Background: an optimization exercise with open tools, aiming at small area, a short achievable clock period and few clock cycles. Do not read the settings as production practice. In this exercise RTL edits were held to simulation tests only and were not proved equivalent to the original.

Design LASER, start of the top module:
module LASER (
input CLK,
input RST,
input [3:0] X,
input [3:0] Y,
output reg [3:0] C1X,
output reg [3:0] C1Y,
output reg [3:0] C2X,
output reg [3:0] C2Y,
output reg DONE);
reg [3:0] c1x, c1y, c2x, c2y;
reg done_i;
localparam NR = 38;            
localparam OP_NONE = 2'd0, OP_CAND = 2'd1, OP_REF = 2'd2, OP_INIT = 2'd3;
function [3:0] dm;
    input [3:0] a;
    input [3:0] q;
    reg k1, k2, k3;
    begin
        dm[0] = a[0] ^ q[0];
        k1 = a[0] & q[0];
        dm[1] = a[1] ^ q[1] ^ k1;
        k2 = (a[1] & q[1]) | (k1 & (a[1] ^ q[1]));
        dm[2] = a[2] ^ q[2] ^ k2;
        k3 = (a[2] & q[2]) | (k2 & (a[2] ^ q[2]));
        dm[3] = a[3] ^ q[3] ^ k3;
    end
endfunction
function [5:0] cside;
    input [3:0] c;
    cside = {c + 4'd1, c[3] & c[2], ~c[3] & ~c[2]};
endfunction
function cov;
    input [5:0] sx, sy;
    input [7:0] q;
    reg [3:0] dx, dy;
    reg fx, fy, t;
    begin
        fx = (sx[1] & q[7] & q[6]) | (sx[0] & ~q[7] & ~q[6]);
        fy = (sy[1] & q[3] & q[2]) | (sy[0] & ~q[3] & ~q[2]);
        dx = dm(sx[5:2], q[7:4]);
        dy = dm(sy[5:2], q[3:0]);
        case ({dx, dy})
            8'h00, 8'h01, 8'h02, 8'h03, 8'h04, 8'h0c, 8'h0d, 8'h0e, 8'h0f,
            8'h10, 8'h11, 8'h12, 8'h13, 8'h1d, 8'h1e, 8'h1f,
            8'h20, 8'h21, 8'h22, 8'h23, 8'h2d, 8'h2e, 8'h2f,
            8'h30, 8'h31, 8'h32, 8'h3e, 8'h3f,
            8'h40,
            8'hc0,
            8'hd0, 8'hd1, 8'hd2, 8'hde, 8'hdf,
            8'he0, 8'he1, 8'he2, 8'he3, 8'hed, 8'hee, 8'hef,
            8'hf0, 8'hf1, 8'hf2, 8'hf3, 8'hfd, 8'hfe, 8'hff: t = 1'b1;
            default: t = 1'b0;
        endcase
        cov = t & ~fx & ~fy;
    end
endfunction
function [7:0] mv;
    input [3:0] x, y;
    input circ;
    input [1:0] d;
    input [2:0] s;
    begin
        case (d)
            2'd0: mv = {x + {1'b0, s}, y};
            2'd1: mv = {x - {1'b0, s}, y};
            2'd2: mv = {x, circ ? y - {1'b0, s} : y + {1'b0, s}};
            default: mv = {x, circ ? y + {1'b0, s} : y - {1'b0, s}};
        endcase
    end
endfunction
function [1:0] fa;
    input a, b, c;
    fa = {(a & b) | (a & c) | (b & c), a ^ b ^ c};
endfunction
function [3:0] pc13;
    input [12:0] b;
    reg [1:0] a1, a2, a3, a4, b1, b2, c1, c2, d1, e1;
    begin
  ...
For scale: ~3100 cells after synthesis, roughly 580 flip-flops, ~27 I/O pins, about 0.031 mm² of cells after synthesis.
==> flow/config.mk <==
export PLATFORM = sky130hd
export DESIGN_NAME = LASER
export DESIGN_NICKNAME = LASER
export VERILOG_FILES = /design/flow/design.v
export SDC_FILE = /design/flow/constraint.sdc
export NUM_CORES = 4
export LEC_CHECK = 0
export CAP_MARGIN = 20
export CORE_MARGIN = 2
export CORE_UTILIZATION = 40
export SLEW_MARGIN = 20
==> flow/constraint.sdc <==
create_clock -name core_clock -period 12.0 [get_ports {CLK}]
set_input_delay 2.4000 -clock core_clock [delete_from_list [all_inputs] [get_ports {CLK}]]
set_output_delay 2.4000 -clock core_clock [all_outputs]
set_load 0.01 [all_outputs]
standard.sh (not shown) runs the stock make flow with config.mk's settings and CLKGATE_MAP_FILE= SYNTH_SCRIPT=/design/flow/synth_recipe.tcl, a recipe that flattens the netlist after the stock synthesis.
==> flow/flow/run.sh <==
#!/bin/bash
# The standard layout, with two changes to how it is made:
#  - port buffers of a regular buffer cell (buf_4) instead of the delay cell
#    that buffer_ports picks by default;
#  - repair_timing asked for more setup margin than the 12 ns clock needs,
#    so that it also works on paths that already meet 12 ns.
set -euo pipefail
bash standard.sh finish "BUFFER_PORTS_ARGS=-buffer_cell sky130_fd_sc_hd__buf_4" SETUP_SLACK_MARGIN=8.5 > standard_flow.log 2>&1
Testbench counts at the start, summed over its fixed seeds: cycles 44,462.
Rerun with:
--- a/flow/design.v
+++ b/flow/design.v
@@ -101,52 +101,57 @@
         pc7 = {s4[1], s4[0], s3[0]};
     end
 endfunction
 reg inph;
 reg [5:0] cnt;
 reg [3:0] xr, yr;
-reg ldr, p0r, p1r, lastr;
+reg ldr, p1r, lastr;
 reg [3:0] qxr, qyr;           
+reg [3:0] qx1r, qy1r;         
 reg [5:0] rxr, ryr;           
 reg [7:0] p1q;
 reg [7:0] ring [0:NR-1];
 integer j;
 always @(posedge CLK or posedge RST) begin
     if (RST) begin
         inph <= 1'b1; cnt <= 6'd0;
-        ldr <= 1'b0; p0r <= 1'b0; p1r <= 1'b0; lastr <= 1'b0;
+        ldr <= 1'b0; p1r <= 1'b0; lastr <= 1'b0;
     end else begin
         if (done_i) begin
             inph <= 1'b1; cnt <= 6'd0;
         end else if (inph) begin
             cnt <= cnt + 6'd1;
             if (cnt == 6'd39) inph <= 1'b0;
         end
         ldr <= inph;
-        p0r <= inph && cnt == 6'd0;
         p1r <= inph && cnt == 6'd1;
         lastr <= inph && cnt == 6'd39;
     end
 end
 always @(posedge CLK) begin
     C1X <= c1x; C1Y <= c1y; C2X <= c2x; C2Y <= c2y;
     xr <= X; yr <= Y;
     if (ldr) begin
-        qxr <= qxn; rxr <= rxn;
-        qyr <= qyn; ryr <= ryn;
+        qxr <= qxn; rxr <= rxn; qx1r <= qx1n;
+        qyr <= qyn; ryr <= ryn; qy1r <= qy1n;
+    end else begin
+        qxr <= 4'd0; rxr <= 6'd0; qx1r <= 4'd1;
+        qyr <= 4'd0; ryr <= 6'd0; qy1r <= 4'd1;
     end
     if (p1r) p1q <= ~{xr, yr};
     ring[0] <= ldr ? ~{xr, yr} : ring[NR-1];
     for (j = 1; j < NR; j = j + 1) ring[j] <= ring[j-1];
 end
-wire [5:0] tx_ = (p0r ? 6'd0 : rxr) + {2'd0, xr};
-wire [5:0] ty_ = (p0r ? 6'd0 : ryr) + {2'd0, yr};
+wire [5:0] tx_ = rxr + {2'd0, xr};
+wire [5:0] ty_ = ryr + {2'd0, yr};
 wire ovx = tx_ >= 6'd40;
 wire ovy = ty_ >= 6'd40;
-wire [3:0] qxn = (p0r ? 4'd0 : qxr) + {3'd0, ovx};
-wire [3:0] qyn = (p0r ? 4'd0 : qyr) + {3'd0, ovy};
+wire [3:0] qxn = ovx ? qx1r : qxr;
+wire [3:0] qyn = ovy ? qy1r : qyr;
+wire [3:0] qx1n = ovx ? qx1r + 4'd1 : qx1r;
+wire [3:0] qy1n = ovy ? qy1r + 4'd1 : qy1r;
 wire [5:0] rxn = ovx ? tx_ - 6'd40 : tx_;
 wire [5:0] ryn = ovy ? ty_ - 6'd40 : ty_;
 wire [3:0] qx = qxn;
 wire [3:0] qy = qyn;
 reg srch, stopped;
 reg circle, ch, acc;
@@ -243,13 +248,16 @@
             circle <= ~kc; d <= 2'd0; I <= 3'd1; acc <= 1'b0;
         end else begin
             circle <= kc; d <= kd + 2'd1; I <= kch ? 3'd1 : kI; acc <= 1'b1;
         end
     end else if (cent) begin
         c1x <= qx; c1y <= qy; c2x <= qx; c2y <= qy;
-        sx0 <= cside(qx); sy0 <= cside(qy); tx0 <= cside(qx); ty0 <= cside(qy);
+        sx0 <= {qx1n, qx[3] & qx[2], ~qx[3] & ~qx[2]};
+        sy0 <= {qy1n, qy[3] & qy[2], ~qy[3] & ~qy[2]};
+        tx0 <= {qx1n, qx[3] & qx[2], ~qx[3] & ~qx[2]};
+        ty0 <= {qy1n, qy[3] & qy[2], ~qy[3] & ~qy[2]};
         mt0 <= 7'd0;
         stopped <= 1'b0; circle <= 1'b0; d <= 2'd0; I <= 3'd1; ch <= 1'b0; acc <= 1'b0;
     end else begin
         if (op2 == OP_INIT) begin
             maxc <= count;
             ch <= count != 6'd0;
Result: First-iteration DRC count increases by a few percent. Setup slack gets better by 0.022 ns. Count of clock-buffer cells in the layout stays the same. Cell area increases by a few percent. Cell count increases by a few percent. Routed wire length increases by a few percent. Utilization decreases by 0.60 points. Area after synthesis increases by a few percent. Hold slack stays flat.
Testbench counts after the change, summed over its fixed seeds: cycles 44,462.

==> static timing again, ports no longer ideal <==
Ports are ideal in the flow. The routed layouts listed here were re-timed in OpenROAD. Step 1: set_driving_cell puts a clkbuf_16 on CLK and a buf_2 on each other input, an assumption about the parent block. Step 2 times the ports against the registers' clock, not the clock port: input delays grow and output delays shrink by t, the midpoint of the rising clock arrivals with the driver on. Slacks: ideal / step 1 / step 2; pairs: ideal / step 1.
| run | shift t [ns] | setup WS [ns] | slew at the worst register clock pin (ns) |
|---|---|---|---|
| the first run | 0.669 | 8.441 / 8.378 / 8.593 | 0.06 / 0.06 |
| the second run | 0.663 | 8.462 / 8.400 / 8.571 | 0.06 / 0.06 |
After both steps every run listed still meets setup and hold.
